This design comes from an exercise in tuning for small area and a short achievable clock period on the open sky130 flow, not from production work.
No run shown here included a check of the RTL's function; only the layout flow was run.
Power is estimated from default activity; no workload was simulated.

## flow/design.v (module list and top-level ports; edited modules follow where they fit)
// module DCIM: 1643 lines
module DCIM (
    input clk,
    input rst_n,
    input in_valid,
    input [127:0] in_data1,
    input [127:0] in_data2,
    input [127:0] in_data3,
    input [127:0] in_data4,
    output reg out_valid,
    output reg [12:0] O1,
    output reg [12:0] O2,
    output reg [12:0] O3,
    output reg [12:0] O4
);
  // ...
==> flow/flow/run.sh <==
#!/bin/bash
# Standard ORFS layout with two changes:
#  - SYNTH_ARGS=-noabc: skip the abc -fast inside Yosys's generic synth, so the
#    full adders written in the RTL reach extract_fa in their plain polarity
#    (no inverters around every full adder); the final liberty abc still runs.
#  - port buffers use buf_1.
set -euo pipefail
bash standard.sh SYNTH_ARGS=-noabc "BUFFER_PORTS_ARGS=-buffer_cell sky130_fd_sc_hd__buf_1" finish > flow_make.log 2>&1
==> flow/standard.sh <==
#!/bin/bash
# synth_recipe.tcl (not shown) runs the flow's synth.tcl, then flattens the netlist and writes it again
# the make line also repeats each setting of config.mk as NAME=value (left out here)
make -C /OpenROAD-flow-scripts/flow DESIGN_CONFIG=/design/flow/config.mk WORK_HOME=/design/flow/orfs CLKGATE_MAP_FILE= SYNTH_SCRIPT=/design/flow/synth_recipe.tcl "${@:-finish}"
==> flow/config.mk <==
export PLATFORM = sky130hd
export DESIGN_NAME = DCIM
export DESIGN_NICKNAME = DCIM
export VERILOG_FILES = /design/flow/design.v
export SDC_FILE = /design/flow/constraint.sdc
export NUM_CORES = 4
export LEC_CHECK = 0
export CAP_MARGIN = 20
export CORE_MARGIN = 2
export CORE_UTILIZATION = 60
export CTS_CLUSTER_DIAMETER = 80
export CTS_CLUSTER_SIZE = 30
export GPL_TIMING_DRIVEN = 0
export SETUP_SLACK_MARGIN = 0.8
export SLEW_MARGIN = 20
==> flow/constraint.sdc <==
create_clock -name core_clock -period 2.4 [get_ports {clk}]
set_input_delay 0.4800 -clock core_clock [delete_from_list [all_inputs] [get_ports {clk}]]
set_output_delay 0.4800 -clock core_clock [all_outputs]
set_load 0.01 [all_outputs]
==> impl_metrics.ini, run 1 <==
[placed_design]
dp.cells = 2645
portBuffers = 567
post_dp_cell_area_um2 = 29340
dp_hpwl_um = 36040
post-place-ws_ns = 0.2346

[finish]
clock_buffers = 35
multi_input_area_share_pct = 44.36
n_all_inverters = 11
layout_common_cells = 526 x buf_1, 472 x dfxtp_1, 252 x fa_1
clock_cell_area_share_pct = 2.568
syn_to_final_growth_pct = 21.13
seq_cells = 600

[power]
p_clk_w = 0.00518
peakVddDrop_mv = 0.6222

[yosys]
yosys-top-cells-area = dfxtp_1 37%, fa_1 36%, dfrtp_1 7.0%
ys_warn_count = 1
synthesis.nets = 2576
synth-compound-area-share_pct = 2.132
synth_edf_count = 56
synthTopCellsByCount = 472 x dfxtp_1, 464 x fa_1, 90 x and2_1

[status]
status = no timing/DRC/antenna violations

[grt]
grt_pass1_vias = 15150

[worst_setup_path]
critPathArrivalTime_ns = 2.19
worstPathMaxFanout = 5

[hold_path]
hold_path.class = input port to register

[timing]
hold_viol = 0

[clock_network]
cts_root_buf = clkbuf_16
cts_resized = 94
==> run 2, diff against run 1 <==
--- a/flow/design.v
+++ b/flow/design.v
@@ -325,38 +325,36 @@
 assign S1_w[3] = p1_r3[4] ^ S1_w_n9;
 assign S1_w[4] = p1_r3[5] ^ S1_w_n11;
 assign S1_w[5] = S1_w_p5 ^ S1_w_n20;
 assign S1_w[6] = S1_w_p6 ^ S1_w_n23;
 assign S1_w[7] = S1_w_p7 ^ S1_w_n26;
 assign S1_w[8] = S1_w_n29;
 reg [8:0] S1_r4;
 always @(posedge clk) S1_r4 <= S1_w;
-reg [7:0] lo1;
-reg [4:0] hi1;
+reg [6:0] lo1;
+reg [5:0] hi1;
 reg cy1;
-wire [7:0] gl1 = {lo1[6:0], 1'b0} & {8{keep1}};
-wire [4:0] gh1 = {hi1[3:0], lo1[7]} & {5{keep1}};
+wire [6:0] gl1 = {lo1[5:0], 1'b0} & {7{keep1}};
+wire [5:0] gh1 = {hi1[4:0], lo1[6]} & {6{keep1}};
 wire gy1 = cy1 & keep1;
-wire [8:0] LA1;
+wire [7:0] LA1;
 assign LA1[0] = S1_r4[0];
 wire LA1h_g0 = gl1[1] & S1_r4[1];
 wire LA1h_p0 = gl1[1] ^ S1_r4[1];
 wire LA1h_g1 = gl1[2] & S1_r4[2];
 wire LA1h_p1 = gl1[2] ^ S1_r4[2];
 wire LA1h_g2 = gl1[3] & S1_r4[3];
 wire LA1h_p2 = gl1[3] ^ S1_r4[3];
 wire LA1h_g3 = gl1[4] & S1_r4[4];
 wire LA1h_p3 = gl1[4] ^ S1_r4[4];
 wire LA1h_g4 = gl1[5] & S1_r4[5];
 wire LA1h_p4 = gl1[5] ^ S1_r4[5];
 wire LA1h_g5 = gl1[6] & S1_r4[6];
 wire LA1h_p5 = gl1[6] ^ S1_r4[6];
-wire LA1h_g6 = gl1[7] & S1_r4[7];
-wire LA1h_p6 = gl1[7] ^ S1_r4[7];
 wire LA1h_n1 = (gl1[2] & S1_r4[2]) | (gl1[2] & gl1[1] & S1_r4[1]) | (S1_r4[2] & gl1[1] & S1_r4[1]);
 wire LA1h_n2 = LA1h_p1 & LA1h_p0;
 wire LA1h_n3 = LA1h_p3 & LA1h_g2;
 wire LA1h_n4 = LA1h_g3 | LA1h_n3;
 wire LA1h_n5 = LA1h_p3 & LA1h_p2;
 wire LA1h_n6 = LA1h_p5 & LA1h_g4;
 wire LA1h_n7 = LA1h_g5 | LA1h_n6;
 wire LA1h_n8 = LA1h_p5 & LA1h_p4;
@@ -364,84 +362,114 @@
 wire LA1h_n10 = LA1h_g2 | LA1h_n9;
 wire LA1h_n11 = LA1h_p2 & LA1h_p1;
 wire LA1h_n12 = LA1h_n11 & LA1h_g0;
 wire LA1h_n13 = LA1h_n10 | LA1h_n12;
 wire LA1h_n14 = LA1h_p2 & LA1h_n2;
 wire LA1h_n15 = LA1h_n5 & LA1h_n1;
 wire LA1h_n16 = LA1h_n4 | LA1h_n15;
 wire LA1h_n17 = LA1h_n5 & LA1h_n2;
-wire LA1h_n18 = LA1h_p6 & LA1h_n7;
-wire LA1h_n19 = LA1h_g6 | LA1h_n18;
-wire LA1h_n20 = LA1h_p6 & LA1h_n8;
-wire LA1h_n21 = LA1h_p4 & LA1h_g3;
-wire LA1h_n22 = LA1h_g4 | LA1h_n21;
-wire LA1h_n23 = LA1h_p4 & LA1h_p3;
-wire LA1h_n24 = LA1h_n23 & LA1h_n13;
-wire LA1h_n25 = LA1h_n22 | LA1h_n24;
-wire LA1h_n26 = LA1h_p4 & LA1h_n17;
-wire LA1h_n27 = LA1h_n8 & LA1h_n16;
-wire LA1h_n28 = LA1h_n7 | LA1h_n27;
-wire LA1h_n29 = LA1h_n8 & LA1h_n17;
-wire LA1h_n30 = LA1h_n20 & LA1h_n16;
-wire LA1h_n31 = LA1h_n19 | LA1h_n30;
-wire LA1h_n32 = LA1h_n20 & LA1h_n17;
-wire [7:0] LA1h;
+wire LA1h_n18 = LA1h_p4 & LA1h_g3;
+wire LA1h_n19 = LA1h_g4 | LA1h_n18;
+wire LA1h_n20 = LA1h_p4 & LA1h_p3;
+wire LA1h_n21 = LA1h_n20 & LA1h_n13;
+wire LA1h_n22 = LA1h_n19 | LA1h_n21;
+wire LA1h_n23 = LA1h_p4 & LA1h_n17;
+wire LA1h_n24 = LA1h_n8 & LA1h_n16;
+wire LA1h_n25 = LA1h_n7 | LA1h_n24;
+wire LA1h_n26 = LA1h_n8 & LA1h_n17;
+wire [6:0] LA1h;
 assign LA1h[0] = LA1h_p0;
 assign LA1h[1] = LA1h_p1 ^ LA1h_g0;
 assign LA1h[2] = LA1h_p2 ^ LA1h_n1;
 assign LA1h[3] = LA1h_p3 ^ LA1h_n13;
 assign LA1h[4] = LA1h_p4 ^ LA1h_n16;
-assign LA1h[5] = LA1h_p5 ^ LA1h_n25;
-assign LA1h[6] = LA1h_p6 ^ LA1h_n28;
-assign LA1h[7] = LA1h_n31;
-assign LA1[8:1] = LA1h;
-wire HA1_g0 = gh1[0] & S1_r4[8];
-wire HA1_p0 = gh1[0] ^ S1_r4[8];
-wire HA1_g1 = gh1[1] & gy1;
-wire HA1_p1 = gh1[1] ^ gy1;
-wire HA1_n1 = (gh1[1] & gy1) | (gh1[1] & gh1[0] & S1_r4[8]) | (gy1 & gh1[0] & S1_r4[8]);
+assign LA1h[5] = LA1h_p5 ^ LA1h_n22;
+assign LA1h[6] = LA1h_n25;
+assign LA1[7:1] = LA1h;
+wire [5:0] HX1;
+assign HX1[0] = S1_r4[7];
+wire HX1h_g0 = S1_r4[8] & gy1;
+wire HX1h_p0 = S1_r4[8] ^ gy1;
+wire [4:0] HX1h;
+assign HX1h[0] = HX1h_p0;
+assign HX1h[1] = HX1h_g0;
+assign HX1h[2] = 1'b0;
+assign HX1h[3] = 1'b0;
+assign HX1h[4] = 1'b0;
+assign HX1[5:1] = HX1h;
+wire HA1_g0 = gh1[0] & HX1[0];
+wire HA1_p0 = gh1[0] ^ HX1[0];
+wire HA1_g1 = gh1[1] & HX1[1];
+wire HA1_p1 = gh1[1] ^ HX1[1];
+wire HA1_g2 = gh1[2] & HX1[2];
+wire HA1_p2 = gh1[2] ^ HX1[2];
+wire HA1_g3 = gh1[3] & HX1[3];
+wire HA1_p3 = gh1[3] ^ HX1[3];
+wire HA1_g4 = gh1[4] & HX1[4];
+wire HA1_p4 = gh1[4] ^ HX1[4];
+wire HA1_g5 = gh1[5] & HX1[5];
+wire HA1_p5 = gh1[5] ^ HX1[5];
+wire HA1_n1 = (gh1[1] & HX1[1]) | (gh1[1] & gh1[0] & HX1[0]) | (HX1[1] & gh1[0] & HX1[0]);
 wire HA1_n2 = HA1_p1 & HA1_p0;
-wire HA1_n3 = gh1[3] & gh1[2];
-wire HA1_n4 = gh1[2] & HA1_g1;
-wire HA1_n5 = gh1[2] & HA1_p1;
-wire HA1_n6 = HA1_n5 & HA1_g0;
-wire HA1_n7 = HA1_n4 | HA1_n6;
-wire HA1_n8 = gh1[2] & HA1_n2;
-wire HA1_n9 = HA1_n3 & HA1_n1;
-wire HA1_n10 = HA1_n3 & HA1_n2;
-wire HA1_n11 = gh1[4] & gh1[3];
-wire HA1_n12 = HA1_n11 & HA1_n7;
-wire HA1_n13 = gh1[4] & HA1_n10;
-wire [4:0] HA1;
+wire HA1_n3 = HA1_p3 & HA1_g2;
+wire HA1_n4 = HA1_g3 | HA1_n3;
+wire HA1_n5 = HA1_p3 & HA1_p2;
+wire HA1_n6 = HA1_p5 & HA1_g4;
+wire HA1_n7 = HA1_g5 | HA1_n6;
+wire HA1_n8 = HA1_p5 & HA1_p4;
+wire HA1_n9 = HA1_p2 & HA1_g1;
+wire HA1_n10 = HA1_g2 | HA1_n9;
+wire HA1_n11 = HA1_p2 & HA1_p1;
+wire HA1_n12 = HA1_n11 & HA1_g0;
+wire HA1_n13 = HA1_n10 | HA1_n12;
+wire HA1_n14 = HA1_p2 & HA1_n2;
+wire HA1_n15 = HA1_n5 & HA1_n1;
+wire HA1_n16 = HA1_n4 | HA1_n15;
+wire HA1_n17 = HA1_n5 & HA1_n2;
+wire HA1_n18 = HA1_p4 & HA1_g3;
+wire HA1_n19 = HA1_g4 | HA1_n18;
+wire HA1_n20 = HA1_p4 & HA1_p3;
+wire HA1_n21 = HA1_n20 & HA1_n13;
+wire HA1_n22 = HA1_n19 | HA1_n21;
+wire HA1_n23 = HA1_p4 & HA1_n17;
+wire HA1_n24 = HA1_n8 & HA1_n16;
+wire HA1_n25 = HA1_n7 | HA1_n24;
+wire HA1_n26 = HA1_n8 & HA1_n17;
+wire [5:0] HA1;
 assign HA1[0] = HA1_p0;
 assign HA1[1] = HA1_p1 ^ HA1_g0;
-assign HA1[2] = gh1[2] ^ HA1_n1;
-assign HA1[3] = gh1[3] ^ HA1_n7;
-assign HA1[4] = gh1[4] ^ HA1_n9;
-always @(posedge clk) if (v[5]) begin lo1 <= LA1[7:0]; cy1 <= LA1[8]; hi1 <= HA1; end
+assign HA1[2] = HA1_p2 ^ HA1_n1;
+assign HA1[3] = HA1_p3 ^ HA1_n13;
+assign HA1[4] = HA1_p4 ^ HA1_n16;
+assign HA1[5] = HA1_p5 ^ HA1_n22;
+always @(posedge clk) if (v[5]) begin lo1 <= LA1[6:0]; cy1 <= LA1[7]; hi1 <= HA1; end
 wire PH1_g0 = hi1[0] & cy1;
 wire PH1_p0 = hi1[0] ^ cy1;
 wire PH1_n1 = hi1[1] & hi1[0] & cy1;
 wire PH1_n2 = hi1[1] & PH1_p0;
 wire PH1_n3 = hi1[3] & hi1[2];
-wire PH1_n4 = hi1[2] & hi1[1];
-wire PH1_n5 = PH1_n4 & PH1_g0;
-wire PH1_n6 = hi1[2] & PH1_n2;
-wire PH1_n7 = PH1_n3 & PH1_n1;
-wire PH1_n8 = PH1_n3 & PH1_n2;
-wire PH1_n9 = hi1[4] & hi1[3];
-wire PH1_n10 = PH1_n9 & PH1_n5;
-wire PH1_n11 = hi1[4] & PH1_n8;
-wire [4:0] PH1;
+wire PH1_n4 = hi1[5] & hi1[4];
+wire PH1_n5 = hi1[2] & hi1[1];
+wire PH1_n6 = PH1_n5 & PH1_g0;
+wire PH1_n7 = hi1[2] & PH1_n2;
+wire PH1_n8 = PH1_n3 & PH1_n1;
+wire PH1_n9 = PH1_n3 & PH1_n2;
+wire PH1_n10 = hi1[4] & hi1[3];
+wire PH1_n11 = PH1_n10 & PH1_n6;
+wire PH1_n12 = hi1[4] & PH1_n9;
+wire PH1_n13 = PH1_n4 & PH1_n8;
+wire PH1_n14 = PH1_n4 & PH1_n9;
+wire [5:0] PH1;
 assign PH1[0] = PH1_p0;
 assign PH1[1] = hi1[1] ^ PH1_g0;
 assign PH1[2] = hi1[2] ^ PH1_n1;
-assign PH1[3] = hi1[3] ^ PH1_n5;
-assign PH1[4] = hi1[4] ^ PH1_n7;
+assign PH1[3] = hi1[3] ^ PH1_n6;
+assign PH1[4] = hi1[4] ^ PH1_n8;
+assign PH1[5] = hi1[5] ^ PH1_n11;
 reg [12:0] P1;
 always @(posedge clk) P1 <= {PH1, lo1};
 wire [12:0] Q1 = P1;
 wire c2_s1 = in_data2[0] ^ in_data2[4] ^ in_data2[8];
 wire c2_c1 = (in_data2[0] & in_data2[4]) | (in_data2[8] & (in_data2[0] ^ in_data2[4]));
 wire c2_s2 = in_data2[12] ^ in_data2[16] ^ in_data2[20];
 wire c2_c2 = (in_data2[12] & in_data2[16]) | (in_data2[20] & (in_data2[12] ^ in_data2[16]));
 wire c2_s3 = in_data2[24] ^ in_data2[28] ^ in_data2[32];
@@ -725,38 +753,36 @@
 assign S2_w[3] = p2_r3[4] ^ S2_w_n9;
 assign S2_w[4] = p2_r3[5] ^ S2_w_n11;
 assign S2_w[5] = S2_w_p5 ^ S2_w_n20;
 assign S2_w[6] = S2_w_p6 ^ S2_w_n23;
 assign S2_w[7] = S2_w_p7 ^ S2_w_n26;
 assign S2_w[8] = S2_w_n29;
 reg [8:0] S2_r4;
 always @(posedge clk) S2_r4 <= S2_w;
-reg [7:0] lo2;
-reg [4:0] hi2;
+reg [6:0] lo2;
+reg [5:0] hi2;
 reg cy2;
-wire [7:0] gl2 = {lo2[6:0], 1'b0} & {8{keep2}};
-wire [4:0] gh2 = {hi2[3:0], lo2[7]} & {5{keep2}};
+wire [6:0] gl2 = {lo2[5:0], 1'b0} & {7{keep2}};
+wire [5:0] gh2 = {hi2[4:0], lo2[6]} & {6{keep2}};
 wire gy2 = cy2 & keep2;
-wire [8:0] LA2;
+wire [7:0] LA2;
 assign LA2[0] = S2_r4[0];
 wire LA2h_g0 = gl2[1] & S2_r4[1];
 wire LA2h_p0 = gl2[1] ^ S2_r4[1];
 wire LA2h_g1 = gl2[2] & S2_r4[2];
 wire LA2h_p1 = gl2[2] ^ S2_r4[2];
 wire LA2h_g2 = gl2[3] & S2_r4[3];
 wire LA2h_p2 = gl2[3] ^ S2_r4[3];
 wire LA2h_g3 = gl2[4] & S2_r4[4];
 wire LA2h_p3 = gl2[4] ^ S2_r4[4];
 wire LA2h_g4 = gl2[5] & S2_r4[5];
 wire LA2h_p4 = gl2[5] ^ S2_r4[5];
 wire LA2h_g5 = gl2[6] & S2_r4[6];
 wire LA2h_p5 = gl2[6] ^ S2_r4[6];
-wire LA2h_g6 = gl2[7] & S2_r4[7];
-wire LA2h_p6 = gl2[7] ^ S2_r4[7];
 wire LA2h_n1 = (gl2[2] & S2_r4[2]) | (gl2[2] & gl2[1] & S2_r4[1]) | (S2_r4[2] & gl2[1] & S2_r4[1]);
 wire LA2h_n2 = LA2h_p1 & LA2h_p0;
 wire LA2h_n3 = LA2h_p3 & LA2h_g2;
 wire LA2h_n4 = LA2h_g3 | LA2h_n3;
 wire LA2h_n5 = LA2h_p3 & LA2h_p2;
 wire LA2h_n6 = LA2h_p5 & LA2h_g4;
 wire LA2h_n7 = LA2h_g5 | LA2h_n6;
 wire LA2h_n8 = LA2h_p5 & LA2h_p4;
@@ -764,84 +790,114 @@
 wire LA2h_n10 = LA2h_g2 | LA2h_n9;
 wire LA2h_n11 = LA2h_p2 & LA2h_p1;
 wire LA2h_n12 = LA2h_n11 & LA2h_g0;
 wire LA2h_n13 = LA2h_n10 | LA2h_n12;
 wire LA2h_n14 = LA2h_p2 & LA2h_n2;
 wire LA2h_n15 = LA2h_n5 & LA2h_n1;
 wire LA2h_n16 = LA2h_n4 | LA2h_n15;
 wire LA2h_n17 = LA2h_n5 & LA2h_n2;
-wire LA2h_n18 = LA2h_p6 & LA2h_n7;
-wire LA2h_n19 = LA2h_g6 | LA2h_n18;
-wire LA2h_n20 = LA2h_p6 & LA2h_n8;
-wire LA2h_n21 = LA2h_p4 & LA2h_g3;
-wire LA2h_n22 = LA2h_g4 | LA2h_n21;
-wire LA2h_n23 = LA2h_p4 & LA2h_p3;
-wire LA2h_n24 = LA2h_n23 & LA2h_n13;
-wire LA2h_n25 = LA2h_n22 | LA2h_n24;
-wire LA2h_n26 = LA2h_p4 & LA2h_n17;
-wire LA2h_n27 = LA2h_n8 & LA2h_n16;
-wire LA2h_n28 = LA2h_n7 | LA2h_n27;
-wire LA2h_n29 = LA2h_n8 & LA2h_n17;
-wire LA2h_n30 = LA2h_n20 & LA2h_n16;
-wire LA2h_n31 = LA2h_n19 | LA2h_n30;
-wire LA2h_n32 = LA2h_n20 & LA2h_n17;
-wire [7:0] LA2h;
+wire LA2h_n18 = LA2h_p4 & LA2h_g3;
+wire LA2h_n19 = LA2h_g4 | LA2h_n18;
+wire LA2h_n20 = LA2h_p4 & LA2h_p3;
+wire LA2h_n21 = LA2h_n20 & LA2h_n13;
+wire LA2h_n22 = LA2h_n19 | LA2h_n21;
+wire LA2h_n23 = LA2h_p4 & LA2h_n17;
+wire LA2h_n24 = LA2h_n8 & LA2h_n16;
+wire LA2h_n25 = LA2h_n7 | LA2h_n24;
+wire LA2h_n26 = LA2h_n8 & LA2h_n17;
+wire [6:0] LA2h;
 assign LA2h[0] = LA2h_p0;
 assign LA2h[1] = LA2h_p1 ^ LA2h_g0;
 assign LA2h[2] = LA2h_p2 ^ LA2h_n1;
 assign LA2h[3] = LA2h_p3 ^ LA2h_n13;
 assign LA2h[4] = LA2h_p4 ^ LA2h_n16;
-assign LA2h[5] = LA2h_p5 ^ LA2h_n25;
-assign LA2h[6] = LA2h_p6 ^ LA2h_n28;
-assign LA2h[7] = LA2h_n31;
-assign LA2[8:1] = LA2h;
-wire HA2_g0 = gh2[0] & S2_r4[8];
-wire HA2_p0 = gh2[0] ^ S2_r4[8];
-wire HA2_g1 = gh2[1] & gy2;
-wire HA2_p1 = gh2[1] ^ gy2;
-wire HA2_n1 = (gh2[1] & gy2) | (gh2[1] & gh2[0] & S2_r4[8]) | (gy2 & gh2[0] & S2_r4[8]);
+assign LA2h[5] = LA2h_p5 ^ LA2h_n22;
+assign LA2h[6] = LA2h_n25;
+assign LA2[7:1] = LA2h;
+wire [5:0] HX2;
+assign HX2[0] = S2_r4[7];
+wire HX2h_g0 = S2_r4[8] & gy2;
+wire HX2h_p0 = S2_r4[8] ^ gy2;
+wire [4:0] HX2h;
+assign HX2h[0] = HX2h_p0;
+assign HX2h[1] = HX2h_g0;
+assign HX2h[2] = 1'b0;
+assign HX2h[3] = 1'b0;
+assign HX2h[4] = 1'b0;
+assign HX2[5:1] = HX2h;
+wire HA2_g0 = gh2[0] & HX2[0];
+wire HA2_p0 = gh2[0] ^ HX2[0];
+wire HA2_g1 = gh2[1] & HX2[1];
+wire HA2_p1 = gh2[1] ^ HX2[1];
+wire HA2_g2 = gh2[2] & HX2[2];
+wire HA2_p2 = gh2[2] ^ HX2[2];
+wire HA2_g3 = gh2[3] & HX2[3];
+wire HA2_p3 = gh2[3] ^ HX2[3];
+wire HA2_g4 = gh2[4] & HX2[4];
+wire HA2_p4 = gh2[4] ^ HX2[4];
+wire HA2_g5 = gh2[5] & HX2[5];
+wire HA2_p5 = gh2[5] ^ HX2[5];
+wire HA2_n1 = (gh2[1] & HX2[1]) | (gh2[1] & gh2[0] & HX2[0]) | (HX2[1] & gh2[0] & HX2[0]);
 wire HA2_n2 = HA2_p1 & HA2_p0;
-wire HA2_n3 = gh2[3] & gh2[2];
-wire HA2_n4 = gh2[2] & HA2_g1;
-wire HA2_n5 = gh2[2] & HA2_p1;
-wire HA2_n6 = HA2_n5 & HA2_g0;
-wire HA2_n7 = HA2_n4 | HA2_n6;
-wire HA2_n8 = gh2[2] & HA2_n2;
-wire HA2_n9 = HA2_n3 & HA2_n1;
-wire HA2_n10 = HA2_n3 & HA2_n2;
-wire HA2_n11 = gh2[4] & gh2[3];
-wire HA2_n12 = HA2_n11 & HA2_n7;
-wire HA2_n13 = gh2[4] & HA2_n10;
-wire [4:0] HA2;
+wire HA2_n3 = HA2_p3 & HA2_g2;
+wire HA2_n4 = HA2_g3 | HA2_n3;
+wire HA2_n5 = HA2_p3 & HA2_p2;
+wire HA2_n6 = HA2_p5 & HA2_g4;
+wire HA2_n7 = HA2_g5 | HA2_n6;
+wire HA2_n8 = HA2_p5 & HA2_p4;
+wire HA2_n9 = HA2_p2 & HA2_g1;
+wire HA2_n10 = HA2_g2 | HA2_n9;
+wire HA2_n11 = HA2_p2 & HA2_p1;
+wire HA2_n12 = HA2_n11 & HA2_g0;
+wire HA2_n13 = HA2_n10 | HA2_n12;
+wire HA2_n14 = HA2_p2 & HA2_n2;
+wire HA2_n15 = HA2_n5 & HA2_n1;
+wire HA2_n16 = HA2_n4 | HA2_n15;
+wire HA2_n17 = HA2_n5 & HA2_n2;
+wire HA2_n18 = HA2_p4 & HA2_g3;
+wire HA2_n19 = HA2_g4 | HA2_n18;
+wire HA2_n20 = HA2_p4 & HA2_p3;
+wire HA2_n21 = HA2_n20 & HA2_n13;
+wire HA2_n22 = HA2_n19 | HA2_n21;
+wire HA2_n23 = HA2_p4 & HA2_n17;
+wire HA2_n24 = HA2_n8 & HA2_n16;
+wire HA2_n25 = HA2_n7 | HA2_n24;
+wire HA2_n26 = HA2_n8 & HA2_n17;
+wire [5:0] HA2;
 assign HA2[0] = HA2_p0;
 assign HA2[1] = HA2_p1 ^ HA2_g0;
-assign HA2[2] = gh2[2] ^ HA2_n1;
-assign HA2[3] = gh2[3] ^ HA2_n7;
-assign HA2[4] = gh2[4] ^ HA2_n9;
-always @(posedge clk) if (v[5]) begin lo2 <= LA2[7:0]; cy2 <= LA2[8]; hi2 <= HA2; end
+assign HA2[2] = HA2_p2 ^ HA2_n1;
+assign HA2[3] = HA2_p3 ^ HA2_n13;
+assign HA2[4] = HA2_p4 ^ HA2_n16;
+assign HA2[5] = HA2_p5 ^ HA2_n22;
+always @(posedge clk) if (v[5]) begin lo2 <= LA2[6:0]; cy2 <= LA2[7]; hi2 <= HA2; end
 wire PH2_g0 = hi2[0] & cy2;
 wire PH2_p0 = hi2[0] ^ cy2;
 wire PH2_n1 = hi2[1] & hi2[0] & cy2;
 wire PH2_n2 = hi2[1] & PH2_p0;
 wire PH2_n3 = hi2[3] & hi2[2];
-wire PH2_n4 = hi2[2] & hi2[1];
-wire PH2_n5 = PH2_n4 & PH2_g0;
-wire PH2_n6 = hi2[2] & PH2_n2;
-wire PH2_n7 = PH2_n3 & PH2_n1;
-wire PH2_n8 = PH2_n3 & PH2_n2;
-wire PH2_n9 = hi2[4] & hi2[3];
-wire PH2_n10 = PH2_n9 & PH2_n5;
-wire PH2_n11 = hi2[4] & PH2_n8;
-wire [4:0] PH2;
+wire PH2_n4 = hi2[5] & hi2[4];
+wire PH2_n5 = hi2[2] & hi2[1];
+wire PH2_n6 = PH2_n5 & PH2_g0;
+wire PH2_n7 = hi2[2] & PH2_n2;
+wire PH2_n8 = PH2_n3 & PH2_n1;
+wire PH2_n9 = PH2_n3 & PH2_n2;
+wire PH2_n10 = hi2[4] & hi2[3];
+wire PH2_n11 = PH2_n10 & PH2_n6;
+wire PH2_n12 = hi2[4] & PH2_n9;
+wire PH2_n13 = PH2_n4 & PH2_n8;
+wire PH2_n14 = PH2_n4 & PH2_n9;
+wire [5:0] PH2;
 assign PH2[0] = PH2_p0;
 assign PH2[1] = hi2[1] ^ PH2_g0;
 assign PH2[2] = hi2[2] ^ PH2_n1;
-assign PH2[3] = hi2[3] ^ PH2_n5;
-assign PH2[4] = hi2[4] ^ PH2_n7;
+assign PH2[3] = hi2[3] ^ PH2_n6;
+assign PH2[4] = hi2[4] ^ PH2_n8;
+assign PH2[5] = hi2[5] ^ PH2_n11;
 reg [12:0] P2;
 always @(posedge clk) P2 <= {PH2, lo2};
 wire [12:0] Q2 = P2;
 wire c3_s1 = in_data3[0] ^ in_data3[4] ^ in_data3[8];
 wire c3_c1 = (in_data3[0] & in_data3[4]) | (in_data3[8] & (in_data3[0] ^ in_data3[4]));
 wire c3_s2 = in_data3[12] ^ in_data3[16] ^ in_data3[20];
 wire c3_c2 = (in_data3[12] & in_data3[16]) | (in_data3[20] & (in_data3[12] ^ in_data3[16]));
 wire c3_s3 = in_data3[24] ^ in_data3[28] ^ in_data3[32];
@@ -1125,38 +1181,36 @@
 assign S3_w[3] = p3_r3[4] ^ S3_w_n9;
 assign S3_w[4] = p3_r3[5] ^ S3_w_n11;
 assign S3_w[5] = S3_w_p5 ^ S3_w_n20;
 assign S3_w[6] = S3_w_p6 ^ S3_w_n23;
 assign S3_w[7] = S3_w_p7 ^ S3_w_n26;
 assign S3_w[8] = S3_w_n29;
 reg [8:0] S3_r4;
 always @(posedge clk) S3_r4 <= S3_w;
-reg [7:0] lo3;
-reg [4:0] hi3;
+reg [6:0] lo3;
+reg [5:0] hi3;
 reg cy3;
-wire [7:0] gl3 = {lo3[6:0], 1'b0} & {8{keep3}};
-wire [4:0] gh3 = {hi3[3:0], lo3[7]} & {5{keep3}};
+wire [6:0] gl3 = {lo3[5:0], 1'b0} & {7{keep3}};
+wire [5:0] gh3 = {hi3[4:0], lo3[6]} & {6{keep3}};
 wire gy3 = cy3 & keep3;
-wire [8:0] LA3;
+wire [7:0] LA3;
 assign LA3[0] = S3_r4[0];
 wire LA3h_g0 = gl3[1] & S3_r4[1];
 wire LA3h_p0 = gl3[1] ^ S3_r4[1];
 wire LA3h_g1 = gl3[2] & S3_r4[2];
 wire LA3h_p1 = gl3[2] ^ S3_r4[2];
 wire LA3h_g2 = gl3[3] & S3_r4[3];
 wire LA3h_p2 = gl3[3] ^ S3_r4[3];
 wire LA3h_g3 = gl3[4] & S3_r4[4];
 wire LA3h_p3 = gl3[4] ^ S3_r4[4];
 wire LA3h_g4 = gl3[5] & S3_r4[5];
 wire LA3h_p4 = gl3[5] ^ S3_r4[5];
 wire LA3h_g5 = gl3[6] & S3_r4[6];
 wire LA3h_p5 = gl3[6] ^ S3_r4[6];
-wire LA3h_g6 = gl3[7] & S3_r4[7];
-wire LA3h_p6 = gl3[7] ^ S3_r4[7];
 wire LA3h_n1 = (gl3[2] & S3_r4[2]) | (gl3[2] & gl3[1] & S3_r4[1]) | (S3_r4[2] & gl3[1] & S3_r4[1]);
 wire LA3h_n2 = LA3h_p1 & LA3h_p0;
 wire LA3h_n3 = LA3h_p3 & LA3h_g2;
 wire LA3h_n4 = LA3h_g3 | LA3h_n3;
 wire LA3h_n5 = LA3h_p3 & LA3h_p2;
 wire LA3h_n6 = LA3h_p5 & LA3h_g4;
 wire LA3h_n7 = LA3h_g5 | LA3h_n6;
 wire LA3h_n8 = LA3h_p5 & LA3h_p4;
@@ -1164,84 +1218,114 @@
 wire LA3h_n10 = LA3h_g2 | LA3h_n9;
 wire LA3h_n11 = LA3h_p2 & LA3h_p1;
 wire LA3h_n12 = LA3h_n11 & LA3h_g0;
 wire LA3h_n13 = LA3h_n10 | LA3h_n12;
 wire LA3h_n14 = LA3h_p2 & LA3h_n2;
 wire LA3h_n15 = LA3h_n5 & LA3h_n1;
 wire LA3h_n16 = LA3h_n4 | LA3h_n15;
 wire LA3h_n17 = LA3h_n5 & LA3h_n2;
-wire LA3h_n18 = LA3h_p6 & LA3h_n7;
-wire LA3h_n19 = LA3h_g6 | LA3h_n18;
-wire LA3h_n20 = LA3h_p6 & LA3h_n8;
-wire LA3h_n21 = LA3h_p4 & LA3h_g3;
-wire LA3h_n22 = LA3h_g4 | LA3h_n21;
-wire LA3h_n23 = LA3h_p4 & LA3h_p3;
-wire LA3h_n24 = LA3h_n23 & LA3h_n13;
-wire LA3h_n25 = LA3h_n22 | LA3h_n24;
-wire LA3h_n26 = LA3h_p4 & LA3h_n17;
-wire LA3h_n27 = LA3h_n8 & LA3h_n16;
-wire LA3h_n28 = LA3h_n7 | LA3h_n27;
-wire LA3h_n29 = LA3h_n8 & LA3h_n17;
-wire LA3h_n30 = LA3h_n20 & LA3h_n16;
-wire LA3h_n31 = LA3h_n19 | LA3h_n30;
-wire LA3h_n32 = LA3h_n20 & LA3h_n17;
-wire [7:0] LA3h;
+wire LA3h_n18 = LA3h_p4 & LA3h_g3;
+wire LA3h_n19 = LA3h_g4 | LA3h_n18;
+wire LA3h_n20 = LA3h_p4 & LA3h_p3;
+wire LA3h_n21 = LA3h_n20 & LA3h_n13;
+wire LA3h_n22 = LA3h_n19 | LA3h_n21;
+wire LA3h_n23 = LA3h_p4 & LA3h_n17;
+wire LA3h_n24 = LA3h_n8 & LA3h_n16;
+wire LA3h_n25 = LA3h_n7 | LA3h_n24;
+wire LA3h_n26 = LA3h_n8 & LA3h_n17;
+wire [6:0] LA3h;
 assign LA3h[0] = LA3h_p0;
 assign LA3h[1] = LA3h_p1 ^ LA3h_g0;
 assign LA3h[2] = LA3h_p2 ^ LA3h_n1;
 assign LA3h[3] = LA3h_p3 ^ LA3h_n13;
 assign LA3h[4] = LA3h_p4 ^ LA3h_n16;
-assign LA3h[5] = LA3h_p5 ^ LA3h_n25;
-assign LA3h[6] = LA3h_p6 ^ LA3h_n28;
-assign LA3h[7] = LA3h_n31;
-assign LA3[8:1] = LA3h;
-wire HA3_g0 = gh3[0] & S3_r4[8];
-wire HA3_p0 = gh3[0] ^ S3_r4[8];
-wire HA3_g1 = gh3[1] & gy3;
-wire HA3_p1 = gh3[1] ^ gy3;
-wire HA3_n1 = (gh3[1] & gy3) | (gh3[1] & gh3[0] & S3_r4[8]) | (gy3 & gh3[0] & S3_r4[8]);
+assign LA3h[5] = LA3h_p5 ^ LA3h_n22;
+assign LA3h[6] = LA3h_n25;
+assign LA3[7:1] = LA3h;
+wire [5:0] HX3;
+assign HX3[0] = S3_r4[7];
+wire HX3h_g0 = S3_r4[8] & gy3;
+wire HX3h_p0 = S3_r4[8] ^ gy3;
+wire [4:0] HX3h;
+assign HX3h[0] = HX3h_p0;
+assign HX3h[1] = HX3h_g0;
+assign HX3h[2] = 1'b0;
+assign HX3h[3] = 1'b0;
+assign HX3h[4] = 1'b0;
+assign HX3[5:1] = HX3h;
+wire HA3_g0 = gh3[0] & HX3[0];
+wire HA3_p0 = gh3[0] ^ HX3[0];
+wire HA3_g1 = gh3[1] & HX3[1];
+wire HA3_p1 = gh3[1] ^ HX3[1];
+wire HA3_g2 = gh3[2] & HX3[2];
+wire HA3_p2 = gh3[2] ^ HX3[2];
+wire HA3_g3 = gh3[3] & HX3[3];
+wire HA3_p3 = gh3[3] ^ HX3[3];
+wire HA3_g4 = gh3[4] & HX3[4];
+wire HA3_p4 = gh3[4] ^ HX3[4];
+wire HA3_g5 = gh3[5] & HX3[5];
+wire HA3_p5 = gh3[5] ^ HX3[5];
+wire HA3_n1 = (gh3[1] & HX3[1]) | (gh3[1] & gh3[0] & HX3[0]) | (HX3[1] & gh3[0] & HX3[0]);
 wire HA3_n2 = HA3_p1 & HA3_p0;
-wire HA3_n3 = gh3[3] & gh3[2];
-wire HA3_n4 = gh3[2] & HA3_g1;
-wire HA3_n5 = gh3[2] & HA3_p1;
-wire HA3_n6 = HA3_n5 & HA3_g0;
-wire HA3_n7 = HA3_n4 | HA3_n6;
-wire HA3_n8 = gh3[2] & HA3_n2;
-wire HA3_n9 = HA3_n3 & HA3_n1;
-wire HA3_n10 = HA3_n3 & HA3_n2;
-wire HA3_n11 = gh3[4] & gh3[3];
-wire HA3_n12 = HA3_n11 & HA3_n7;
-wire HA3_n13 = gh3[4] & HA3_n10;
-wire [4:0] HA3;
+wire HA3_n3 = HA3_p3 & HA3_g2;
+wire HA3_n4 = HA3_g3 | HA3_n3;
+wire HA3_n5 = HA3_p3 & HA3_p2;
+wire HA3_n6 = HA3_p5 & HA3_g4;
+wire HA3_n7 = HA3_g5 | HA3_n6;
+wire HA3_n8 = HA3_p5 & HA3_p4;
+wire HA3_n9 = HA3_p2 & HA3_g1;
+wire HA3_n10 = HA3_g2 | HA3_n9;
+wire HA3_n11 = HA3_p2 & HA3_p1;
+wire HA3_n12 = HA3_n11 & HA3_g0;
+wire HA3_n13 = HA3_n10 | HA3_n12;
+wire HA3_n14 = HA3_p2 & HA3_n2;
+wire HA3_n15 = HA3_n5 & HA3_n1;
+wire HA3_n16 = HA3_n4 | HA3_n15;
+wire HA3_n17 = HA3_n5 & HA3_n2;
+wire HA3_n18 = HA3_p4 & HA3_g3;
+wire HA3_n19 = HA3_g4 | HA3_n18;
+wire HA3_n20 = HA3_p4 & HA3_p3;
+wire HA3_n21 = HA3_n20 & HA3_n13;
+wire HA3_n22 = HA3_n19 | HA3_n21;
+wire HA3_n23 = HA3_p4 & HA3_n17;
+wire HA3_n24 = HA3_n8 & HA3_n16;
+wire HA3_n25 = HA3_n7 | HA3_n24;
+wire HA3_n26 = HA3_n8 & HA3_n17;
+wire [5:0] HA3;
 assign HA3[0] = HA3_p0;
 assign HA3[1] = HA3_p1 ^ HA3_g0;
-assign HA3[2] = gh3[2] ^ HA3_n1;
-assign HA3[3] = gh3[3] ^ HA3_n7;
-assign HA3[4] = gh3[4] ^ HA3_n9;
-always @(posedge clk) if (v[5]) begin lo3 <= LA3[7:0]; cy3 <= LA3[8]; hi3 <= HA3; end
+assign HA3[2] = HA3_p2 ^ HA3_n1;
+assign HA3[3] = HA3_p3 ^ HA3_n13;
+assign HA3[4] = HA3_p4 ^ HA3_n16;
+assign HA3[5] = HA3_p5 ^ HA3_n22;
+always @(posedge clk) if (v[5]) begin lo3 <= LA3[6:0]; cy3 <= LA3[7]; hi3 <= HA3; end
 wire PH3_g0 = hi3[0] & cy3;
 wire PH3_p0 = hi3[0] ^ cy3;
 wire PH3_n1 = hi3[1] & hi3[0] & cy3;
 wire PH3_n2 = hi3[1] & PH3_p0;
 wire PH3_n3 = hi3[3] & hi3[2];
-wire PH3_n4 = hi3[2] & hi3[1];
-wire PH3_n5 = PH3_n4 & PH3_g0;
-wire PH3_n6 = hi3[2] & PH3_n2;
-wire PH3_n7 = PH3_n3 & PH3_n1;
-wire PH3_n8 = PH3_n3 & PH3_n2;
-wire PH3_n9 = hi3[4] & hi3[3];
-wire PH3_n10 = PH3_n9 & PH3_n5;
-wire PH3_n11 = hi3[4] & PH3_n8;
-wire [4:0] PH3;
+wire PH3_n4 = hi3[5] & hi3[4];
+wire PH3_n5 = hi3[2] & hi3[1];
+wire PH3_n6 = PH3_n5 & PH3_g0;
+wire PH3_n7 = hi3[2] & PH3_n2;
+wire PH3_n8 = PH3_n3 & PH3_n1;
+wire PH3_n9 = PH3_n3 & PH3_n2;
+wire PH3_n10 = hi3[4] & hi3[3];
+wire PH3_n11 = PH3_n10 & PH3_n6;
+wire PH3_n12 = hi3[4] & PH3_n9;
+wire PH3_n13 = PH3_n4 & PH3_n8;
+wire PH3_n14 = PH3_n4 & PH3_n9;
+wire [5:0] PH3;
 assign PH3[0] = PH3_p0;
 assign PH3[1] = hi3[1] ^ PH3_g0;
 assign PH3[2] = hi3[2] ^ PH3_n1;
-assign PH3[3] = hi3[3] ^ PH3_n5;
-assign PH3[4] = hi3[4] ^ PH3_n7;
+assign PH3[3] = hi3[3] ^ PH3_n6;
+assign PH3[4] = hi3[4] ^ PH3_n8;
+assign PH3[5] = hi3[5] ^ PH3_n11;
 reg [12:0] P3;
 always @(posedge clk) P3 <= {PH3, lo3};
 wire [12:0] Q3 = P3;
 wire c4_s1 = in_data4[0] ^ in_data4[4] ^ in_data4[8];
 wire c4_c1 = (in_data4[0] & in_data4[4]) | (in_data4[8] & (in_data4[0] ^ in_data4[4]));
 wire c4_s2 = in_data4[12] ^ in_data4[16] ^ in_data4[20];
 wire c4_c2 = (in_data4[12] & in_data4[16]) | (in_data4[20] & (in_data4[12] ^ in_data4[16]));
 wire c4_s3 = in_data4[24] ^ in_data4[28] ^ in_data4[32];
@@ -1525,38 +1609,36 @@
 assign S4_w[3] = p4_r3[4] ^ S4_w_n9;
 assign S4_w[4] = p4_r3[5] ^ S4_w_n11;
 assign S4_w[5] = S4_w_p5 ^ S4_w_n20;
 assign S4_w[6] = S4_w_p6 ^ S4_w_n23;
 assign S4_w[7] = S4_w_p7 ^ S4_w_n26;
 assign S4_w[8] = S4_w_n29;
 reg [8:0] S4_r4;
 always @(posedge clk) S4_r4 <= S4_w;
-reg [7:0] lo4;
-reg [4:0] hi4;
+reg [6:0] lo4;
+reg [5:0] hi4;
 reg cy4;
-wire [7:0] gl4 = {lo4[6:0], 1'b0} & {8{keep4}};
-wire [4:0] gh4 = {hi4[3:0], lo4[7]} & {5{keep4}};
+wire [6:0] gl4 = {lo4[5:0], 1'b0} & {7{keep4}};
+wire [5:0] gh4 = {hi4[4:0], lo4[6]} & {6{keep4}};
 wire gy4 = cy4 & keep4;
-wire [8:0] LA4;
+wire [7:0] LA4;
 assign LA4[0] = S4_r4[0];
 wire LA4h_g0 = gl4[1] & S4_r4[1];
 wire LA4h_p0 = gl4[1] ^ S4_r4[1];
 wire LA4h_g1 = gl4[2] & S4_r4[2];
 wire LA4h_p1 = gl4[2] ^ S4_r4[2];
 wire LA4h_g2 = gl4[3] & S4_r4[3];
 wire LA4h_p2 = gl4[3] ^ S4_r4[3];
 wire LA4h_g3 = gl4[4] & S4_r4[4];
 wire LA4h_p3 = gl4[4] ^ S4_r4[4];
 wire LA4h_g4 = gl4[5] & S4_r4[5];
 wire LA4h_p4 = gl4[5] ^ S4_r4[5];
 wire LA4h_g5 = gl4[6] & S4_r4[6];
 wire LA4h_p5 = gl4[6] ^ S4_r4[6];
-wire LA4h_g6 = gl4[7] & S4_r4[7];
-wire LA4h_p6 = gl4[7] ^ S4_r4[7];
 wire LA4h_n1 = (gl4[2] & S4_r4[2]) | (gl4[2] & gl4[1] & S4_r4[1]) | (S4_r4[2] & gl4[1] & S4_r4[1]);
 wire LA4h_n2 = LA4h_p1 & LA4h_p0;
 wire LA4h_n3 = LA4h_p3 & LA4h_g2;
 wire LA4h_n4 = LA4h_g3 | LA4h_n3;
 wire LA4h_n5 = LA4h_p3 & LA4h_p2;
 wire LA4h_n6 = LA4h_p5 & LA4h_g4;
 wire LA4h_n7 = LA4h_g5 | LA4h_n6;
 wire LA4h_n8 = LA4h_p5 & LA4h_p4;
@@ -1564,80 +1646,110 @@
 wire LA4h_n10 = LA4h_g2 | LA4h_n9;
 wire LA4h_n11 = LA4h_p2 & LA4h_p1;
 wire LA4h_n12 = LA4h_n11 & LA4h_g0;
 wire LA4h_n13 = LA4h_n10 | LA4h_n12;
 wire LA4h_n14 = LA4h_p2 & LA4h_n2;
 wire LA4h_n15 = LA4h_n5 & LA4h_n1;
 wire LA4h_n16 = LA4h_n4 | LA4h_n15;
 wire LA4h_n17 = LA4h_n5 & LA4h_n2;
-wire LA4h_n18 = LA4h_p6 & LA4h_n7;
-wire LA4h_n19 = LA4h_g6 | LA4h_n18;
-wire LA4h_n20 = LA4h_p6 & LA4h_n8;
-wire LA4h_n21 = LA4h_p4 & LA4h_g3;
-wire LA4h_n22 = LA4h_g4 | LA4h_n21;
-wire LA4h_n23 = LA4h_p4 & LA4h_p3;
-wire LA4h_n24 = LA4h_n23 & LA4h_n13;
-wire LA4h_n25 = LA4h_n22 | LA4h_n24;
-wire LA4h_n26 = LA4h_p4 & LA4h_n17;
-wire LA4h_n27 = LA4h_n8 & LA4h_n16;
-wire LA4h_n28 = LA4h_n7 | LA4h_n27;
-wire LA4h_n29 = LA4h_n8 & LA4h_n17;
-wire LA4h_n30 = LA4h_n20 & LA4h_n16;
-wire LA4h_n31 = LA4h_n19 | LA4h_n30;
-wire LA4h_n32 = LA4h_n20 & LA4h_n17;
-wire [7:0] LA4h;
+wire LA4h_n18 = LA4h_p4 & LA4h_g3;
+wire LA4h_n19 = LA4h_g4 | LA4h_n18;
+wire LA4h_n20 = LA4h_p4 & LA4h_p3;
+wire LA4h_n21 = LA4h_n20 & LA4h_n13;
+wire LA4h_n22 = LA4h_n19 | LA4h_n21;
+wire LA4h_n23 = LA4h_p4 & LA4h_n17;
+wire LA4h_n24 = LA4h_n8 & LA4h_n16;
+wire LA4h_n25 = LA4h_n7 | LA4h_n24;
+wire LA4h_n26 = LA4h_n8 & LA4h_n17;
+wire [6:0] LA4h;
 assign LA4h[0] = LA4h_p0;
 assign LA4h[1] = LA4h_p1 ^ LA4h_g0;
 assign LA4h[2] = LA4h_p2 ^ LA4h_n1;
 assign LA4h[3] = LA4h_p3 ^ LA4h_n13;
 assign LA4h[4] = LA4h_p4 ^ LA4h_n16;
-assign LA4h[5] = LA4h_p5 ^ LA4h_n25;
-assign LA4h[6] = LA4h_p6 ^ LA4h_n28;
-assign LA4h[7] = LA4h_n31;
-assign LA4[8:1] = LA4h;
-wire HA4_g0 = gh4[0] & S4_r4[8];
-wire HA4_p0 = gh4[0] ^ S4_r4[8];
-wire HA4_g1 = gh4[1] & gy4;
-wire HA4_p1 = gh4[1] ^ gy4;
-wire HA4_n1 = (gh4[1] & gy4) | (gh4[1] & gh4[0] & S4_r4[8]) | (gy4 & gh4[0] & S4_r4[8]);
+assign LA4h[5] = LA4h_p5 ^ LA4h_n22;
+assign LA4h[6] = LA4h_n25;
+assign LA4[7:1] = LA4h;
+wire [5:0] HX4;
+assign HX4[0] = S4_r4[7];
+wire HX4h_g0 = S4_r4[8] & gy4;
+wire HX4h_p0 = S4_r4[8] ^ gy4;
+wire [4:0] HX4h;
+assign HX4h[0] = HX4h_p0;
+assign HX4h[1] = HX4h_g0;
+assign HX4h[2] = 1'b0;
+assign HX4h[3] = 1'b0;
+assign HX4h[4] = 1'b0;
+assign HX4[5:1] = HX4h;
+wire HA4_g0 = gh4[0] & HX4[0];
+wire HA4_p0 = gh4[0] ^ HX4[0];
+wire HA4_g1 = gh4[1] & HX4[1];
+wire HA4_p1 = gh4[1] ^ HX4[1];
+wire HA4_g2 = gh4[2] & HX4[2];
+wire HA4_p2 = gh4[2] ^ HX4[2];
+wire HA4_g3 = gh4[3] & HX4[3];
+wire HA4_p3 = gh4[3] ^ HX4[3];
+wire HA4_g4 = gh4[4] & HX4[4];
+wire HA4_p4 = gh4[4] ^ HX4[4];
+wire HA4_g5 = gh4[5] & HX4[5];
+wire HA4_p5 = gh4[5] ^ HX4[5];
+wire HA4_n1 = (gh4[1] & HX4[1]) | (gh4[1] & gh4[0] & HX4[0]) | (HX4[1] & gh4[0] & HX4[0]);
 wire HA4_n2 = HA4_p1 & HA4_p0;
-wire HA4_n3 = gh4[3] & gh4[2];
-wire HA4_n4 = gh4[2] & HA4_g1;
-wire HA4_n5 = gh4[2] & HA4_p1;
-wire HA4_n6 = HA4_n5 & HA4_g0;
-wire HA4_n7 = HA4_n4 | HA4_n6;
-wire HA4_n8 = gh4[2] & HA4_n2;
-wire HA4_n9 = HA4_n3 & HA4_n1;
-wire HA4_n10 = HA4_n3 & HA4_n2;
-wire HA4_n11 = gh4[4] & gh4[3];
-wire HA4_n12 = HA4_n11 & HA4_n7;
-wire HA4_n13 = gh4[4] & HA4_n10;
-wire [4:0] HA4;
+wire HA4_n3 = HA4_p3 & HA4_g2;
+wire HA4_n4 = HA4_g3 | HA4_n3;
+wire HA4_n5 = HA4_p3 & HA4_p2;
+wire HA4_n6 = HA4_p5 & HA4_g4;
+wire HA4_n7 = HA4_g5 | HA4_n6;
+wire HA4_n8 = HA4_p5 & HA4_p4;
+wire HA4_n9 = HA4_p2 & HA4_g1;
+wire HA4_n10 = HA4_g2 | HA4_n9;
+wire HA4_n11 = HA4_p2 & HA4_p1;
+wire HA4_n12 = HA4_n11 & HA4_g0;
+wire HA4_n13 = HA4_n10 | HA4_n12;
+wire HA4_n14 = HA4_p2 & HA4_n2;
+wire HA4_n15 = HA4_n5 & HA4_n1;
+wire HA4_n16 = HA4_n4 | HA4_n15;
+wire HA4_n17 = HA4_n5 & HA4_n2;
+wire HA4_n18 = HA4_p4 & HA4_g3;
+wire HA4_n19 = HA4_g4 | HA4_n18;
+wire HA4_n20 = HA4_p4 & HA4_p3;
+wire HA4_n21 = HA4_n20 & HA4_n13;
+wire HA4_n22 = HA4_n19 | HA4_n21;
+wire HA4_n23 = HA4_p4 & HA4_n17;
+wire HA4_n24 = HA4_n8 & HA4_n16;
+wire HA4_n25 = HA4_n7 | HA4_n24;
+wire HA4_n26 = HA4_n8 & HA4_n17;
+wire [5:0] HA4;
 assign HA4[0] = HA4_p0;
 assign HA4[1] = HA4_p1 ^ HA4_g0;
-assign HA4[2] = gh4[2] ^ HA4_n1;
-assign HA4[3] = gh4[3] ^ HA4_n7;
-assign HA4[4] = gh4[4] ^ HA4_n9;
-always @(posedge clk) if (v[5]) begin lo4 <= LA4[7:0]; cy4 <= LA4[8]; hi4 <= HA4; end
+assign HA4[2] = HA4_p2 ^ HA4_n1;
+assign HA4[3] = HA4_p3 ^ HA4_n13;
+assign HA4[4] = HA4_p4 ^ HA4_n16;
+assign HA4[5] = HA4_p5 ^ HA4_n22;
+always @(posedge clk) if (v[5]) begin lo4 <= LA4[6:0]; cy4 <= LA4[7]; hi4 <= HA4; end
 wire PH4_g0 = hi4[0] & cy4;
 wire PH4_p0 = hi4[0] ^ cy4;
 wire PH4_n1 = hi4[1] & hi4[0] & cy4;
 wire PH4_n2 = hi4[1] & PH4_p0;
 wire PH4_n3 = hi4[3] & hi4[2];
-wire PH4_n4 = hi4[2] & hi4[1];
-wire PH4_n5 = PH4_n4 & PH4_g0;
-wire PH4_n6 = hi4[2] & PH4_n2;
-wire PH4_n7 = PH4_n3 & PH4_n1;
-wire PH4_n8 = PH4_n3 & PH4_n2;
-wire PH4_n9 = hi4[4] & hi4[3];
-wire PH4_n10 = PH4_n9 & PH4_n5;
-wire PH4_n11 = hi4[4] & PH4_n8;
-wire [4:0] PH4;
+wire PH4_n4 = hi4[5] & hi4[4];
+wire PH4_n5 = hi4[2] & hi4[1];
+wire PH4_n6 = PH4_n5 & PH4_g0;
+wire PH4_n7 = hi4[2] & PH4_n2;
+wire PH4_n8 = PH4_n3 & PH4_n1;
+wire PH4_n9 = PH4_n3 & PH4_n2;
+wire PH4_n10 = hi4[4] & hi4[3];
+wire PH4_n11 = PH4_n10 & PH4_n6;
+wire PH4_n12 = hi4[4] & PH4_n9;
+wire PH4_n13 = PH4_n4 & PH4_n8;
+wire PH4_n14 = PH4_n4 & PH4_n9;
+wire [5:0] PH4;
 assign PH4[0] = PH4_p0;
 assign PH4[1] = hi4[1] ^ PH4_g0;
 assign PH4[2] = hi4[2] ^ PH4_n1;
-assign PH4[3] = hi4[3] ^ PH4_n5;
-assign PH4[4] = hi4[4] ^ PH4_n7;
+assign PH4[3] = hi4[3] ^ PH4_n6;
+assign PH4[4] = hi4[4] ^ PH4_n8;
+assign PH4[5] = hi4[5] ^ PH4_n11;
 reg [12:0] P4;
 always @(posedge clk) P4 <= {PH4, lo4};
 wire [12:0] Q4 = P4;
 endmodule
==> run 2 against run 1 <==
First-iteration DRC count grew 7.8%. Final area hardly changed. Flip-flop and latch count is the same. Synthesized area about the same. Clock skew shrank 0.017 ns. Maximum frequency decreased by 6.8%. Sequential power is essentially flat. Clock power grew 5.6%. Largest power group unchanged.
==> impl_metrics.ini, run 2 <==
[power]
powerDensity_nw_per_um2 = 1245
power.leakage_nw = 11.81
total_power_w = 0.03863
peakVddDrop_mv = 0.5569

[finish]
instances_no_fill = 2719
final_common_cell = buf_1
post-route-util_pct = 73.77
syn_to_final_growth_pct = 21.28
diodes = 0
regArea_um2 = 12940
nNetsFinal = 3205
drive_gt1_share_pct = 20.23
post-route-cell-area_um2 = 31010
layout_common_cells = 532 x buf_1, 472 x dfxtp_1, 240 x fa_1
fillCellCount = 2772
multi_input_comb_area_um2 = 13680

[floorplanning]
initial_core_util_pct = 60.83
fp.dieArea_um2 = 44290
die_h_um = 210.4
design.core.area_um2 = 42040
die_x_um = 210.4
row_count = 75
ioPinCount = 568

[yosys]
synth_top_area_share_pct = 36.95
synth_ff_type = dfxtp_1
yosysMostFrequentCell = dfxtp_1
async_flop_share_pct = 12.00
synth-seq-area-share_pct = 50.57
synth_area_um2 = 25570
synthesis.nets = 2568
syn_area_per_cell_um2 = 16.77
synth_area_leader_cell = dfxtp_1
synthTopCellsByCount = 472 x dfxtp_1, 464 x fa_1, 95 x and2_1
synth_edf_count = 56
yosys-top-cells-area = dfxtp_1 37%, fa_1 36%, dfrtp_1 7.0%
ys_types = 39
ys_ff_latch = 600
ys_warn_count = 1
syn_inst = 1525

[timing]
rsz0062_at_grt = true
setup_tns_ns = 0
fin_crit_sh_pct = 83.78
timing.final.crit_period_ns = 2.011
skew_ns = 0.01321
drv_slew = 0
clock.fmax_mhz = 497.3
worst_pin_slew_ns = 0.6354
relSlewSlack_pct = 57.64
setup_viol = 0
hold_viol = 0

[clock_network]
cts_tree = done
cts.htree.levels = 1
cts_buffer_depth = 3
clkLatencyLatePin_ns = 0.58
clock_sinks = 600
clkTransAtPathRegs_ns = 0.10
cts_root_buf = clkbuf_16
cts_made_buffers = 27

[placed_design]
post_dp_cell_area_um2 = 29370
portBuffers = 567
dp.cells = 2633
dp_hpwl_um = 35220
gp_congestion = 0.8390

[detailed_routing]
dr.pass1.iters = 5
viasPerCell = 4.816
drc = 0
finalWirelength_um = 42840
ant_nets = 0
via_count = 13100
routedWlPerCell_um = 15.75
drt_iter0_markers = 500

[worst_setup_path]
worstPathMaxFanout = 3
cp-start-kind = register
worst_ep_required_time_ns = 2.84
critPathArrivalTime_ns = 2.45
reg2reg_depth = 8
path_class = register to register
critPathCaptureType = register

[hold_path]
holdPathStages = 2
hold_path.class = input port to register

[job]
drv_cap = 0

[grt]
grt_pass1_vias = 14920
gr-total-overflow = 0
grt_usage_pct = 20.12
grt_antenna_before_repair = 0
grt_start_max_net_pins = 32
grt_pass1_wl_um = 70620

[status]
status = no timing/DRC/antenna violations
[run 2: cell types whose count changed in the layout (fill, tap and decap cells not counted), moves of 5 or more]
cell / before / now
xnor2_1: 42 / 49
a21oi_2: 8 / 13
nand3_1: 34 / 26
fa_1: 252 / 240
clkbuf_2: 24 / 14
and2_1: 70 / 76
buf_1: 526 / 532
ha_1: 29 / 36
a21oi_4: 9 / 4
fa_2: 212 / 224
nand2_1: 27 / 32
[run 2: where the power goes]
part | internal [W] | switching, W | total, W
registers | 0.0155 | 0.00244 | 0.0179
logic | 0.00826 | 0.00697 | 0.0152
clock network | 0.00235 | 0.00312 | 0.00547
[run 2: per-layer routing]
metal,vias up,GRT usage (%),share of wire (%)
met1,6591,26.78,41
met3,49,1.982,3.6
met5,-,0,0
met4,0,3.594,1.6
met2,286,36.69,54
li1,6169,-,-
[run 2: cell families after synthesis]
| group | share of synthesized area (%) |
|---|---|
| flip-flops | 50.57 |
| AND/OR/NAND/NOR | 4.384 |
| AO/OA/AOI/OAI | 2.031 |
| XOR/XNOR | 3.014 |
| multiplexers | 0.2544 |
| buffers and inverters | 0.2887 |
| adder cells (fa/ha/maj) | 39.46 |
[run 2: final timing paths]
path                                     from        to  slack [ns]
worst max-delay path                    keep2    hi2[5]        0.39
worst min-delay path            in_data3[124]  p3_r0[0]        0.21
worst max register to register          keep2    hi2[5]        0.39
worst min register to register       p1_r2[4]  p1_r3[4]        0.33
max in group asynchronous               rst_n      v[5]        1.19
min in group asynchronous               rst_n     O1[0]        0.45
[run 2: cell type report]
type / count / share of cell area [%]
sequential: 600 / 41.73
clock buffer: 34 / 2.295
clock inverter: 13 / 0.5366
inverter: 8 / 0.09682
multi-input combinational: 906 / 44.11
buffer: 11 / 0.2864
timing repair buffer: 608 / 8.778
tap: 539 / 2.174
[run 2: stage by stage]
stage,hold slack [ns],setup WS [ns]
2_1_floorplan,0.1844,0.4398
3_3_place_gp,0.3119,-2.300
3_5_place_dp,0.3121,0.1949
4_1_cts,0.1876,0.3923
5_1_grt,0.2183,0.3515
6_report,0.2065,0.3893
[run 2: critical path: stages, from the launching register on]
cell and delay, ns:
dfrtp_2 0.44, buf_8 0.12, and2_4 0.13, ha_4 0.22, ha_4 0.26, a21o_1 0.13, a21oi_2 0.08, or3_4 0.37
a21oi_2 0.13
[run 2: what timing repair did]
| item | in CTS | in global routing |
|---|---|---|
| hold buffers | 2 | 0 |
| endpoints found under the hold margin | 29 | 0 |
| buffers inserted | 22 | 13 |
| pin swaps | 28 | 42 |
| resized for setup | 78 | 67 |
| gates cloned | 1 | 1 |
| endpoints found under the setup margin | 68 | 68 |

==> static timing again, ports no longer ideal <==
The results above use ideal ports. As a check the final layouts listed here were re-extracted and re-timed, cells and wires unchanged. Step 1: set_driving_cell puts a clkbuf_16 on clk and a buf_2 on each other input, an assumption about the parent block. Step 2, shift: input delay + t, output delay - t, t = (earliest + latest rising clock arrival at the registers) / 2. This alone moves slack from input paths to output paths. Three values: ideal, step 1, step 2; two values: the first two.
run	t (ns)	slack for setup (ns)	worst hold slack (ns)
run 1	0.617	0.526 / 0.526 / 0.253	0.213 / 0.185 / 0.333
run 2	0.625	0.389 / 0.389 / 0.260	0.206 / 0.176 / 0.329
After both steps setup and hold are still met in every run listed. For run 1, which loses most, drivers alone change the setup slack by 0.000 ns; drivers and shift together by -0.273 ns.
